Source: an optimization exercise on an open RTL-to-GDS flow (aim: small area, a short achievable clock period and few clock cycles). Production flows keep margins and buffers that such runs may drop. RTL that was checked went through simulation tests only; none was proved equivalent to the original. The clock input has no modelled driver; a real chip could not lean on it and would need a root buffer or a full tree. No activity file was given, so power comes from the tool's default toggle rates.

## v6
==> module huffman, before the edit <==
module huffman(clk,
               reset,
               gray_valid,
               gray_data,
               CNT_valid,
               CNT1,
               CNT2,
               CNT3,
               CNT4,
               CNT5,
               CNT6,
               code_valid,
               HC1,
               HC2,
               HC3,
               HC4,
               HC5,
               HC6,
               M1,
               M2,
               M3,
               M4,
               M5,
               M6);
    input clk;
    input reset;
    input gray_valid;
    input [7:0] gray_data;
    output reg CNT_valid;
    output [7:0] CNT1, CNT2, CNT3, CNT4, CNT5, CNT6;
    output reg code_valid;
    output [7:0] HC1, HC2, HC3, HC4, HC5, HC6;
    output [7:0] M1, M2, M3, M4, M5, M6;
    reg gv_d;
    reg run;                 
    reg ph;                  
    reg [4:0] swr;           
    reg mg;                  
    reg lst;                 
    reg lsw;                 
    reg [6:0] cnt [0:5];
    reg [2:0] pos [0:5];
    reg [4:0] hc  [0:5];
    reg [2:0] ln  [0:5];     
    wire [4:0] gt;
    wire [4:0] sw;
    genvar g;
    generate
        for (g = 0; g < 5; g = g + 1) begin : cmp
            assign gt[g] = cnt[g] > cnt[g+1];
            if (g == 0) begin : f
                assign sw[g] = gt[g];
            end else begin : n
                assign sw[g] = gt[g] & ~gt[g-1];
            end
        end
    endgenerate
    wire start = gv_d & ~gray_valid;
    wire decide = start | (run & ~ph);
    wire two_left = ~|{pos[0][2:1], pos[1][2:1], pos[2][2:1],
                       pos[3][2:1], pos[4][2:1], pos[5][2:1]};
    wire [6:0] sum = cnt[0] + cnt[1];
    always @(posedge clk) begin
        if (reset) begin
            gv_d       <= 1'b0;
            CNT_valid  <= 1'b0;
            run        <= 1'b0;
            ph         <= 1'b0;
            swr        <= 5'd0;
            mg         <= 1'b0;
            lst        <= 1'b0;
            lsw        <= 1'b0;
            code_valid <= 1'b0;
        end else begin
            gv_d       <= gray_valid;
            CNT_valid  <= start;
            run        <= (start | run) & ~lst;
            ph         <= decide;
            swr        <= (decide & ~two_left) ? sw : 5'd0;
            mg         <= decide & (~|gt | two_left);
            lst        <= decide & two_left;
            lsw        <= gt[0];
            code_valid <= lst;
        end
    end
    reg [6:0] eng [0:5];
    integer i;
    always @(*) begin
        for (i = 0; i < 6; i = i + 1) begin
            if (mg) begin
                if (i == 0)
                    eng[i] = sum;
                else if (i == 5)
                    eng[i] = 7'h7f;
                else
                    eng[i] = cnt[(i+1)%6];
            end else if (i < 5 && swr[i%5])
                eng[i] = cnt[(i+1)%6];
            else if (i > 0 && swr[(i+4)%5])
                eng[i] = cnt[(i+5)%6];
            else
                eng[i] = cnt[i];
        end
    end
    always @(posedge clk) begin
        for (i = 0; i < 6; i = i + 1) begin
            if (reset || lst)
                cnt[i] <= 7'd0;
            else if (gray_valid && gray_data == 6 - i)
                cnt[i] <= cnt[i] + 7'd1;
            else
                cnt[i] <= eng[i];
        end
    end
    function [5:0] jdec(input [2:0] p);
        jdec = {p[2] & ~p[1], p[1] & ~p[0], p[2] & p[0],
                ~p[2] & p[1], ~p[1] & p[0], ~p[2] & ~p[0]};
    endfunction
    always @(posedge clk) begin
        for (i = 0; i < 6; i = i + 1) begin
            if (gray_valid) begin
                pos[i] <= (i == 0) ? 3'b100 : (i == 1) ? 3'b110 :
                          (i == 2) ? 3'b111 : (i == 3) ? 3'b011 :
                          (i == 4) ? 3'b001 : 3'b000;
                hc[i]  <= 5'd0;
                ln[i]  <= 3'b000;
            end else if (mg) begin
                if (~pos[i][2] & ~pos[i][1]) begin
                    pos[i] <= 3'b000;
                    ln[i] <= {ln[i][1], ln[i][0], ~ln[i][2]};
                    if (pos[i][0] == (lst & lsw))
                        hc[i] <= hc[i] | jdec(ln[i]);
                end else
                    pos[i] <= {~pos[i][0], pos[i][2], pos[i][1]};
            end else if (|(jdec(pos[i]) & {1'b0, swr}))
                pos[i] <= {pos[i][1], pos[i][0], ~pos[i][2]};
            else if (|(jdec(pos[i]) & {swr, 1'b0}))
                pos[i] <= {~pos[i][0], pos[i][2], pos[i][1]};
        end
    end
    assign CNT1 = {1'b0, cnt[5]};
    assign CNT2 = {1'b0, cnt[4]};
    assign CNT3 = {1'b0, cnt[3]};
    assign CNT4 = {1'b0, cnt[2]};
    assign CNT5 = {1'b0, cnt[1]};
    assign CNT6 = {1'b0, cnt[0]};
    assign HC1 = {3'b0, hc[0]};
    assign HC2 = {3'b0, hc[1]};
    assign HC3 = {3'b0, hc[2]};
    assign HC4 = {3'b0, hc[3]};
    assign HC5 = {3'b0, hc[4]};
    assign HC6 = {3'b0, hc[5]};
    assign M1 = {3'b0, ln[0][2] & ~ln[0][1], ln[0][2] & ~ln[0][0], ln[0][2], ln[0][2] | ln[0][1], ln[0][2] | ln[0][0]};
    assign M2 = {3'b0, ln[1][2] & ~ln[1][1], ln[1][2] & ~ln[1][0], ln[1][2], ln[1][2] | ln[1][1], ln[1][2] | ln[1][0]};
    assign M3 = {3'b0, ln[2][2] & ~ln[2][1], ln[2][2] & ~ln[2][0], ln[2][2], ln[2][2] | ln[2][1], ln[2][2] | ln[2][0]};
    assign M4 = {3'b0, ln[3][2] & ~ln[3][1], ln[3][2] & ~ln[3][0], ln[3][2], ln[3][2] | ln[3][1], ln[3][2] | ln[3][0]};
    assign M5 = {3'b0, ln[4][2] & ~ln[4][1], ln[4][2] & ~ln[4][0], ln[4][2], ln[4][2] | ln[4][1], ln[4][2] | ln[4][0]};
    assign M6 = {3'b0, ln[5][2] & ~ln[5][1], ln[5][2] & ~ln[5][0], ln[5][2], ln[5][2] | ln[5][1], ln[5][2] | ln[5][0]};
endmodule
==> flow/config.mk <==
export PLATFORM = sky130hd
export DESIGN_NAME = huffman
export DESIGN_NICKNAME = huffman
export VERILOG_FILES = /design/flow/design.v
export SDC_FILE = /design/flow/constraint.sdc
export NUM_CORES = 4
export LEC_CHECK = 0
export ABC_CLOCK_PERIOD_IN_PS = 2500
export CAP_MARGIN = 20
export CORE_MARGIN = 2
export CORE_UTILIZATION = 50
export SETUP_SLACK_MARGIN = 3.5
export SLEW_MARGIN = 20
==> flow/constraint.sdc <==
create_clock -name core_clock -period 6.0 [get_ports {clk}]
set_input_delay 1.2000 -clock core_clock [delete_from_list [all_inputs] [get_ports {clk}]]
set_output_delay 1.2000 -clock core_clock [all_outputs]
set_load 0.01 [all_outputs]
standard.sh (not shown) runs the stock make flow with config.mk's settings and CLKGATE_MAP_FILE= SYNTH_SCRIPT=/design/flow/synth_recipe.tcl, a recipe that flattens the netlist after the stock synthesis.
==> flow/flow/run.sh <==
#!/bin/bash
# The standard layout (standard.sh) with two changes:
#  - ports are buffered with a small plain buffer instead of a delay buffer;
#  - clock tree synthesis inserts no dummy loads.
# Each tool's full output stays in orfs/logs; this script's own output goes
# to standard.log.
set -o pipefail
export BUFFER_PORTS_ARGS="-buffer_cell ${PORT_BUF:-sky130_fd_sc_hd__buf_1}"
export CTS_ARGS="-sink_clustering_enable -repair_clock_nets -dont_use_dummy_load ${CTS_EXTRA:-}"
bash standard.sh > standard.log 2>&1
#### Input delta (v7 over v6)
-- flow/design.v --
<<< v6, line 33
    output [7:0] HC1, HC2, HC3, HC4, HC5, HC6;
    output [7:0] M1, M2, M3, M4, M5, M6;
    reg gv_d;
    reg run;                 
    reg ph;                  
>>> v7, line 33
    output [7:0] HC1, HC2, HC3, HC4, HC5, HC6;
    output [7:0] M1, M2, M3, M4, M5, M6;
    reg gv_d, gv_dd;
    reg [2:0] lvl;           
    reg run;                 
    reg ph;                  
<<< v6, line 57
        end
    endgenerate
    wire start = gv_d & ~gray_valid;
    wire decide = start | (run & ~ph);
    wire two_left = ~|{pos[0][2:1], pos[1][2:1], pos[2][2:1],
>>> v7, line 58
        end
    endgenerate
    wire start = gv_dd & ~gv_d;
    wire decide = start | (run & ~ph);
    wire two_left = ~|{pos[0][2:1], pos[1][2:1], pos[2][2:1],
<<< v6, line 65
        if (reset) begin
            gv_d       <= 1'b0;
            CNT_valid  <= 1'b0;
            run        <= 1'b0;
>>> v7, line 66
        if (reset) begin
            gv_d       <= 1'b0;
            gv_dd      <= 1'b0;
            CNT_valid  <= 1'b0;
            run        <= 1'b0;
<<< v6, line 75
        end else begin
            gv_d       <= gray_valid;
            CNT_valid  <= start;
            run        <= (start | run) & ~lst;
>>> v7, line 77
        end else begin
            gv_d       <= gray_valid;
            gv_dd      <= gv_d;
            CNT_valid  <= start;
            run        <= (start | run) & ~lst;
<<< v6, line 105
    end
    always @(posedge clk) begin
        for (i = 0; i < 6; i = i + 1) begin
            if (reset || lst)
                cnt[i] <= 7'd0;
            else if (gray_valid && gray_data == 6 - i)
                cnt[i] <= cnt[i] + 7'd1;
            else
>>> v7, line 108
    end
    always @(posedge clk) begin
        if (gray_valid && gray_data >= 8'd1 && gray_data <= 8'd6)
            lvl <= gray_data[2:0];
        else
            lvl <= 3'd0;
    end
    always @(posedge clk) begin
        for (i = 0; i < 6; i = i + 1) begin
            if (reset || lst)
                cnt[i] <= 7'd0;
            else if (lvl == 6 - i)
                cnt[i] <= cnt[i] + 7'd1;
            else
[summary]
- In v7, per-cell routed wire length is lower than in v6.
- Sum of net half-perimeters after detailed placement: v7 better than v6
- Relative to v6, final instance area has decreased by about 2.8% in v7.
- | worst-case reg-to-reg path depth | v7 vs v6 | 1 lower |
- Of v7 and v6, the higher count of unique library cells instantiated by Yosys belongs to v7.
Testbench counts of v7, summed over its fixed seeds: cycles 24,880.
The RTL of v6 was laid out without a check of its function.

Setup of pepper:
huffman, a different RTL version from the one above (not shown whole).
Size: about 1100 cells after synthesis, about 130 flip-flops, roughly 160 I/O pins, about 0.0079 mm^2 of cells after synthesis.
==> module huffman, before the edit <==
module huffman(clk,
               reset,
               gray_valid,
               gray_data,
               CNT_valid,
               CNT1,
               CNT2,
               CNT3,
               CNT4,
               CNT5,
               CNT6,
               code_valid,
               HC1,
               HC2,
               HC3,
               HC4,
               HC5,
               HC6,
               M1,
               M2,
               M3,
               M4,
               M5,
               M6);
    input clk;
    input reset;
    input gray_valid;
    input [7:0] gray_data;
    output reg CNT_valid;
    output [7:0] CNT1, CNT2, CNT3, CNT4, CNT5, CNT6;
    output reg code_valid;
    output [7:0] HC1, HC2, HC3, HC4, HC5, HC6;
    output [7:0] M1, M2, M3, M4, M5, M6;
    reg gv_d, gv_dd;
    reg lv;                  
    reg [2:0] lvl;           
    reg run;                 
    reg ph;                  
    reg [4:0] swr;           
    reg mg;                  
    reg lst;                 
    reg lsw;                 
    reg [6:0] cnt [0:5];
    reg [2:0] pos [0:5];
    reg [4:0] hc  [0:5];
    reg [2:0] ln  [0:5];     
    wire [4:0] gt;
    wire [4:0] sw;
    genvar g;
    generate
        for (g = 0; g < 5; g = g + 1) begin : cmp
            assign gt[g] = cnt[g] > cnt[g+1];
            if (g == 0) begin : f
                assign sw[g] = gt[g];
            end else begin : n
                assign sw[g] = gt[g] & ~gt[g-1];
            end
        end
    endgenerate
    wire start = gv_dd & ~gv_d;
    wire decide = start | (run & ~ph);
    wire two_left = ~|{pos[0][2:1], pos[1][2:1], pos[2][2:1],
                       pos[3][2:1], pos[4][2:1], pos[5][2:1]};
    wire [6:0] sum = cnt[0] + cnt[1];
    always @(posedge clk) begin
        if (reset) begin
            gv_d       <= 1'b0;
            gv_dd      <= 1'b0;
            CNT_valid  <= 1'b0;
            run        <= 1'b0;
            ph         <= 1'b0;
            swr        <= 5'd0;
            mg         <= 1'b0;
            lst        <= 1'b0;
            lsw        <= 1'b0;
            code_valid <= 1'b0;
        end else begin
            gv_d       <= gray_valid;
            gv_dd      <= gv_d;
            CNT_valid  <= start;
            run        <= (start | run) & ~lst;
            ph         <= decide;
            swr        <= (decide & ~two_left) ? sw : 5'd0;
            mg         <= decide & (~|gt | two_left);
            lst        <= decide & two_left;
            lsw        <= gt[0];
            code_valid <= lst;
        end
    end
    reg [6:0] eng [0:5];
    integer i;
    always @(*) begin
        for (i = 0; i < 6; i = i + 1) begin
            if (mg) begin
                if (i == 0)
                    eng[i] = sum;
                else if (i == 5)
                    eng[i] = 7'h7f;
                else
                    eng[i] = cnt[(i+1)%6];
            end else if (i < 5 && swr[i%5])
                eng[i] = cnt[(i+1)%6];
            else if (i > 0 && swr[(i+4)%5])
                eng[i] = cnt[(i+5)%6];
            else
                eng[i] = cnt[i];
        end
    end
    always @(posedge clk) begin
        lv  <= gray_valid & ~|gray_data[7:3];
        lvl <= gray_data[2:0];
    end
    always @(posedge clk) begin
        for (i = 0; i < 6; i = i + 1) begin
            if (reset || lst)
                cnt[i] <= 7'd0;
            else if (lv && lvl == 6 - i)
                cnt[i] <= cnt[i] + 7'd1;
            else
                cnt[i] <= eng[i];
        end
    end
    function [5:0] jdec(input [2:0] p);
        jdec = {p[2] & ~p[1], p[1] & ~p[0], p[2] & p[0],
                ~p[2] & p[1], ~p[1] & p[0], ~p[2] & ~p[0]};
    endfunction
    always @(posedge clk) begin
        for (i = 0; i < 6; i = i + 1) begin
            if (gray_valid) begin
                pos[i] <= (i == 0) ? 3'b100 : (i == 1) ? 3'b110 :
                          (i == 2) ? 3'b111 : (i == 3) ? 3'b011 :
                          (i == 4) ? 3'b001 : 3'b000;
                hc[i]  <= 5'd0;
                ln[i]  <= 3'b000;
            end else if (mg) begin
                if (~pos[i][2] & ~pos[i][1]) begin
                    pos[i] <= 3'b000;
                    ln[i] <= {ln[i][1], ln[i][0], ~ln[i][2]};
                    if (pos[i][0] == (lst & lsw))
                        hc[i] <= hc[i] | jdec(ln[i]);
                end else
                    pos[i] <= {~pos[i][0], pos[i][2], pos[i][1]};
            end else if (|(jdec(pos[i]) & {1'b0, swr}))
                pos[i] <= {pos[i][1], pos[i][0], ~pos[i][2]};
            else if (|(jdec(pos[i]) & {swr, 1'b0}))
                pos[i] <= {~pos[i][0], pos[i][2], pos[i][1]};
        end
    end
    assign CNT1 = {1'b0, cnt[5]};
    assign CNT2 = {1'b0, cnt[4]};
    assign CNT3 = {1'b0, cnt[3]};
    assign CNT4 = {1'b0, cnt[2]};
    assign CNT5 = {1'b0, cnt[1]};
    assign CNT6 = {1'b0, cnt[0]};
    assign HC1 = {3'b0, hc[0]};
    assign HC2 = {3'b0, hc[1]};
    assign HC3 = {3'b0, hc[2]};
    assign HC4 = {3'b0, hc[3]};
    assign HC5 = {3'b0, hc[4]};
    assign HC6 = {3'b0, hc[5]};
    assign M1 = {3'b0, ln[0][2] & ~ln[0][1], ln[0][2] & ~ln[0][0], ln[0][2], ln[0][2] | ln[0][1], ln[0][2] | ln[0][0]};
    assign M2 = {3'b0, ln[1][2] & ~ln[1][1], ln[1][2] & ~ln[1][0], ln[1][2], ln[1][2] | ln[1][1], ln[1][2] | ln[1][0]};
    assign M3 = {3'b0, ln[2][2] & ~ln[2][1], ln[2][2] & ~ln[2][0], ln[2][2], ln[2][2] | ln[2][1], ln[2][2] | ln[2][0]};
    assign M4 = {3'b0, ln[3][2] & ~ln[3][1], ln[3][2] & ~ln[3][0], ln[3][2], ln[3][2] | ln[3][1], ln[3][2] | ln[3][0]};
    assign M5 = {3'b0, ln[4][2] & ~ln[4][1], ln[4][2] & ~ln[4][0], ln[4][2], ln[4][2] | ln[4][1], ln[4][2] | ln[4][0]};
    assign M6 = {3'b0, ln[5][2] & ~ln[5][1], ln[5][2] & ~ln[5][0], ln[5][2], ln[5][2] | ln[5][1], ln[5][2] | ln[5][0]};
endmodule
Settings: LEC_CHECK=0, ABC_CLOCK_PERIOD_IN_PS=2200, CAP_MARGIN=20, CORE_MARGIN=2, CORE_UTILIZATION=70, SETUP_SLACK_MARGIN=3.8, SLEW_MARGIN=20; clock period 6.0 ns.
==> flow/flow/run.sh <==
#!/bin/bash
# The standard layout (standard.sh) with three changes:
#  - ports are buffered with a small plain buffer instead of a delay buffer;
#  - the clock tree is one level of buffers made by flow/clock_tree.tcl,
#    which replaces clock_tree_synthesis in the CTS step;
#  - everything else is ORFS as standard.sh runs it.
# Each tool's full output stays in orfs/logs; this script's own output goes
# to standard.log.
set -o pipefail
export BUFFER_PORTS_ARGS="-buffer_cell ${PORT_BUF:-sky130_fd_sc_hd__buf_1}"
export PRE_CTS_TCL="$PWD/flow/clock_tree.tcl"
export CLK_GROUPS=${CLK_GROUPS:-4}
export CLK_BUF=${CLK_BUF:-sky130_fd_sc_hd__clkbuf_16}
bash standard.sh > standard.log 2>&1
Other scripts of this flow, unchanged in this note and not shown: flow/flow/clock_tree.tcl
## Diff of input files: yarrow against pepper
--- a/flow/design.v
+++ b/flow/design.v
@@ -31,11 +31,10 @@
     output [7:0] CNT1, CNT2, CNT3, CNT4, CNT5, CNT6;
     output reg code_valid;
     output [7:0] HC1, HC2, HC3, HC4, HC5, HC6;
     output [7:0] M1, M2, M3, M4, M5, M6;
     reg gv_d, gv_dd;
-    reg lv;                  
     reg [2:0] lvl;           
     reg run;                 
     reg ph;                  
     reg [4:0] swr;           
     reg mg;                  
@@ -106,18 +105,20 @@
             else
                 eng[i] = cnt[i];
         end
     end
     always @(posedge clk) begin
-        lv  <= gray_valid & ~|gray_data[7:3];
-        lvl <= gray_data[2:0];
+        if (gray_valid && gray_data >= 8'd1 && gray_data <= 8'd6)
+            lvl <= gray_data[2:0];
+        else
+            lvl <= 3'd0;
     end
     always @(posedge clk) begin
         for (i = 0; i < 6; i = i + 1) begin
             if (reset || lst)
                 cnt[i] <= 7'd0;
-            else if (lv && lvl == 6 - i)
+            else if (lvl == 6 - i)
                 cnt[i] <= cnt[i] + 7'd1;
             else
                 cnt[i] <= eng[i];
         end
     end
==> comparison <==
yarrow ended with more setup slack after layout than pepper. Number of cells traversed by the worst register-to-register path up 1 in yarrow wrt pepper. Compared pepper against yarrow; clock power within noise. Maximum frequency on yarrow is up relative to pepper. Relative to pepper, the synthesized cell count measured on yarrow has increased by a few percent. The floorplan die width of yarrow exceeds that of pepper by 0.97%. Of yarrow and pepper, it is yarrow that has the lower final period utilization. pepper has higher fraction of power spent switching nets than yarrow. Going from pepper to yarrow, the wire length was found to have gone up by about 3.4%. Where overall power after layout is concerned, pepper is outperformed by yarrow. Final area grows slightly when moving from pepper to yarrow.
Testbench counts of yarrow, summed over its fixed seeds: cycles 24,880.
Function not checked in pepper: the RTL went through the layout flow alone. In every run of this note, the design's own scripts or RTL, not TritonCTS, make the clock network.

==> afterwards: timing with drivers on the ports <==
No port has a modelled driver above. Below, the same layouts with a new extraction and two added sets of constraints.
Step 1 assumes that a clkbuf_16 drives the clock port and a buf_2 every other input.
Step 2, shift: input delay + t, output delay - t, t = (earliest + latest rising clock arrival at the registers) / 2. This alone moves slack from input paths to output paths.
Three values: ideal, step 1, step 2; two values: the first two.
| run | t (ns) | slack for setup (ns) | hold slack, ns | latest minus earliest clock arrival (ns) | worst register clock-pin slew, ns |
|---|---|---|---|---|---|
| v6 | 0.458 | 3.383 / 3.395 / 2.937 | 0.454 / 0.454 / 0.454 | 0.021 / 0.021 | 0.06 / 0.06 |
| v7 | 0.450 | 3.602 / 3.560 / 3.349 | 0.459 / 0.459 / 0.459 | 0.020 / 0.020 | 0.06 / 0.06 |
| pepper | 0.269 | 3.801 / 3.738 / 3.607 | 0.460 / 0.460 / 0.460 | 0.017 / 0.017 | 0.12 / 0.12 |
| yarrow | 0.266 | 3.839 / 3.746 / 3.660 | 0.463 / 0.463 / 0.463 | 0.010 / 0.011 | 0.12 / 0.12 |
After both steps every run listed still meets setup and hold. For v6, which loses most, drivers alone change the setup slack by +0.012 ns; drivers and shift together by -0.446 ns.
